This is an optimization exercise on Yosys and OpenROAD, whose aim is small area and a short achievable clock period, not a production implementation.
The RTL was checked by simulation tests, not by an equivalence proof against the original design.

==> inputs of exp/garnet <==
## wallace_tree_multiplier
module wallace_tree_multiplier (
    input  logic        clk,
    input  logic        reset,
    input  logic [31:0] multiplicand,
    input  logic [31:0] multiplier,
    output logic [63:0] product,
    output logic        overflow
);
    logic [15:0] one, two, neg;
    logic [33:0] ae;
    assign ae = {multiplicand[31], multiplicand, 1'b0};
    logic [32:0] pp0;
    logic [32:0] pp1;
    logic [32:0] pp2;
    logic [32:0] pp3;
    logic [32:0] pp4;
    logic [32:0] pp5;
    logic [32:0] pp6;
    logic [32:0] pp7;
    logic [32:0] pp8;
    logic [32:0] pp9;
    logic [32:0] pp10;
    logic [32:0] pp11;
    logic [32:0] pp12;
    logic [32:0] pp13;
    logic [32:0] pp14;
    logic [32:0] pp15;
  ...
Settings: LEC_CHECK=0, ABC_AREA=1, CAP_MARGIN=20, CORE_MARGIN=2, CORE_UTILIZATION=70, SLEW_MARGIN=20, SYNTH_HIERARCHICAL=1; clock period 13.5 ns.
standard.sh (not shown) runs the stock make flow with config.mk's settings and CLKGATE_MAP_FILE= SYNTH_SCRIPT=/design/flow/synth_recipe.tcl, a recipe that flattens the netlist after the stock synthesis.
==> flow/flow/run.sh <==
#!/bin/bash
# Standard ORFS layout, with plain buf_1 cells as the port buffers (buffer_ports
# otherwise picks a delay-cell buffer for every port), and timing repair aimed
# at a 6.7 ns setup margin.
set -euo pipefail
export BUFFER_PORTS_ARGS="-buffer_cell sky130_fd_sc_hd__buf_1"
bash standard.sh SETUP_SLACK_MARGIN=6.7 finish > standard_flow.log 2>&1
==> exp/willow: changes against exp/garnet <==
CORE_UTILIZATION = 80   (was 70)
==> exp/sierra: changes against exp/garnet <==
==> flow/flow/run.sh (replaced) <==
#!/bin/bash
# Standard ORFS layout, with plain buf_1 cells as the port buffers (buffer_ports
# otherwise picks a delay-cell buffer for every port), and timing repair aimed
# at a 6.5 ns setup margin.
set -euo pipefail
export BUFFER_PORTS_ARGS="-buffer_cell sky130_fd_sc_hd__buf_1"
bash standard.sh SETUP_SLACK_MARGIN=6.5 finish > standard_flow.log 2>&1
==> flow_metrics.tcl <==
set metrics [dict create \
    multi_input_area_share_pct 75.2 \
    met2_length_um 36900 \
    max_stage_delay_ps 510 \
    multi_input_gates 2131 \
    use_met1_pct 60.9 \
    grt_pass1_wl_um 132000 \
    status "timing/DRC/antenna clean" \
    cp.required_ps 13840 \
    slew_headroom_pct 33.3 \
    grt_pass1_vias 23600 \
    nNetsFinal 3334 \
    post_cts_buffers 1 \
    core-area_um2 36300 \
    cp.depth 14 \
    hold_ws_ps 656 \
]
The numbers above come from exp/garnet.

==> flow_metrics.tcl <==
set metrics [dict create \
    post_cts_buffers 3 \
    multi_input_area_share_pct 75.2 \
    grt_pass1_wl_um 139000 \
    grt_pass1_vias 25100 \
    met2_length_um 38000 \
    use_met1_pct 65.9 \
    cp.depth 14 \
    cp.required_ps 13830 \
    status "timing/DRC/antenna clean" \
    nNetsFinal 3335 \
]
The numbers above come from exp/willow.

==> flow_metrics.tcl <==
set metrics [dict create \
    endpoint "qb[34]" \
    multi_input_gates 2131 \
    status "timing/DRC/antenna clean" \
    stdcell_area_um2 27200 \
    cp_max_fo 35 \
    met2_length_um 36600 \
    multi_input_area_share_pct 75.7 \
    max_stage_delay_ps 510 \
    hold_ws_ps 656 \
    post_cts_buffers 0 \
    cts-root-buf "clkbuf_16" \
    core-area_um2 36300 \
    grt_pass1_wl_um 132000 \
    cp.required_ps 13830 \
    cp.depth 13 \
]
The numbers above come from exp/sierra.


==> run P <==
Another version of the RTL of wallace_tree_multiplier (not shown whole).
clock: 13.5 ns
lec_check: 0
abc_area: 1
cap_margin: 20
core_margin: 2
core_utilization: 40
setup_slack_margin: 4.5
slew_margin: 20
synth_hierarchical: 1
==> flow/flow/run.sh <==
#!/bin/bash
# Standard ORFS layout, with plain buf_1 cells as the port buffers (buffer_ports
# otherwise picks a delay-cell buffer for every port).
set -euo pipefail
export BUFFER_PORTS_ARGS="-buffer_cell sky130_fd_sc_hd__buf_1"
bash standard.sh > standard_flow.log 2>&1
==> run H: changes against run P <==
--- a/flow/config.mk
+++ b/flow/config.mk
@@ -8,7 +8,7 @@
 export ABC_AREA = 1
 export CAP_MARGIN = 20
 export CORE_MARGIN = 2
-export CORE_UTILIZATION = 40
-export SETUP_SLACK_MARGIN = 4.5
+export CORE_UTILIZATION = 60
+export SETUP_SLACK_MARGIN = 5
 export SLEW_MARGIN = 20
 export SYNTH_HIERARCHICAL = 1
==> impl_metrics.csv <==
group,metric,value,unit
sta,maxSlewHeadroom,0.230,
die,num_rows,89,
die,start_util,0.405,
hold_path,min_from,"product[63]",
layout,fin_nets,3228,
placed_design,place_area,24900,um2
critical_path,arrival,9.07,ns
routing,route.met3.wl,11.1,mm
layout,layout_common_cells,"xor2_1 (526), o22ai_1 (494), fa_1 (443), nand2_1 (241), inv_1 (167)",
critical_path,crit_buf_inv,6,
layout,multi_input_gates,2131,
outcome,status,"finished clean",
layout,antenna_cells_inserted,1,
grt,grt_antenna_before_repair,4,
That was run P.
==> impl_metrics.csv <==
group,metric,value,unit
outcome,status,"finished clean",
grt,grt_antenna_before_repair,0,
critical_path,arrival,8.60,ns
critical_path,crit_buf_inv,5,
synthesis,ys_warn_count,7,
sta,period_minus_slack,8.35,ns
critical_path,endpoint_kind,"flip-flop",
layout,fin_nets,3282,
hold_path,min_from,"product[62]",
layout,multi_input_gates,2134,
placed_design,place_area,24600,um2
layout,layout_common_cells,"xor2_1 (520), o22ai_1 (486), fa_1 (416), nand2_1 (232), inv_1 (166)",
layout,antenna_cells_inserted,0,
die,dieArea,41500,um2
sta,maxSlewHeadroom,0.394,
die,start_util,0.605,
routing,vias_per_cell,6.96,
synthesis,mappedNetlistArea,23900,um2
routing,route.met3.wl,14.0,mm
That was run H.

[re-timing with driven ports]
The flow's constraints put no driver on any port. The routed layouts listed below were extracted and timed again, unchanged, in two steps.
Step 1 assumes that a clkbuf_16 drives the clock port and a buf_2 every other input.
Step 2, shift: input delay + t, output delay - t, t = (earliest + latest rising clock arrival at the registers) / 2. This alone moves slack from input paths to output paths.
Slacks: ideal / step 1 / step 2; pairs: ideal / step 1.
run	shift t [ns]	slack for setup (ns)	worst setup path at the end	clock arrival spread, ns
exp/garnet	0.522	6.756 / 6.778 / 6.256	input to register	0.011 / 0.012
exp/willow	0.519	6.646 / 6.668 / 6.149	input to register	0.011 / 0.012
exp/sierra	0.518	6.593 / 6.606 / 6.089	input to register	0.011 / 0.011
run P	0.441	4.676 / 4.711 / 4.270	input to register	0.010 / 0.010
run H	0.415	5.149 / 5.152 / 4.737	input to register	0.012 / 0.012
After both steps setup and hold are still met in every run listed. For exp/sierra, which loses most, drivers alone change the setup slack by +0.013 ns; drivers and shift together by -0.504 ns.
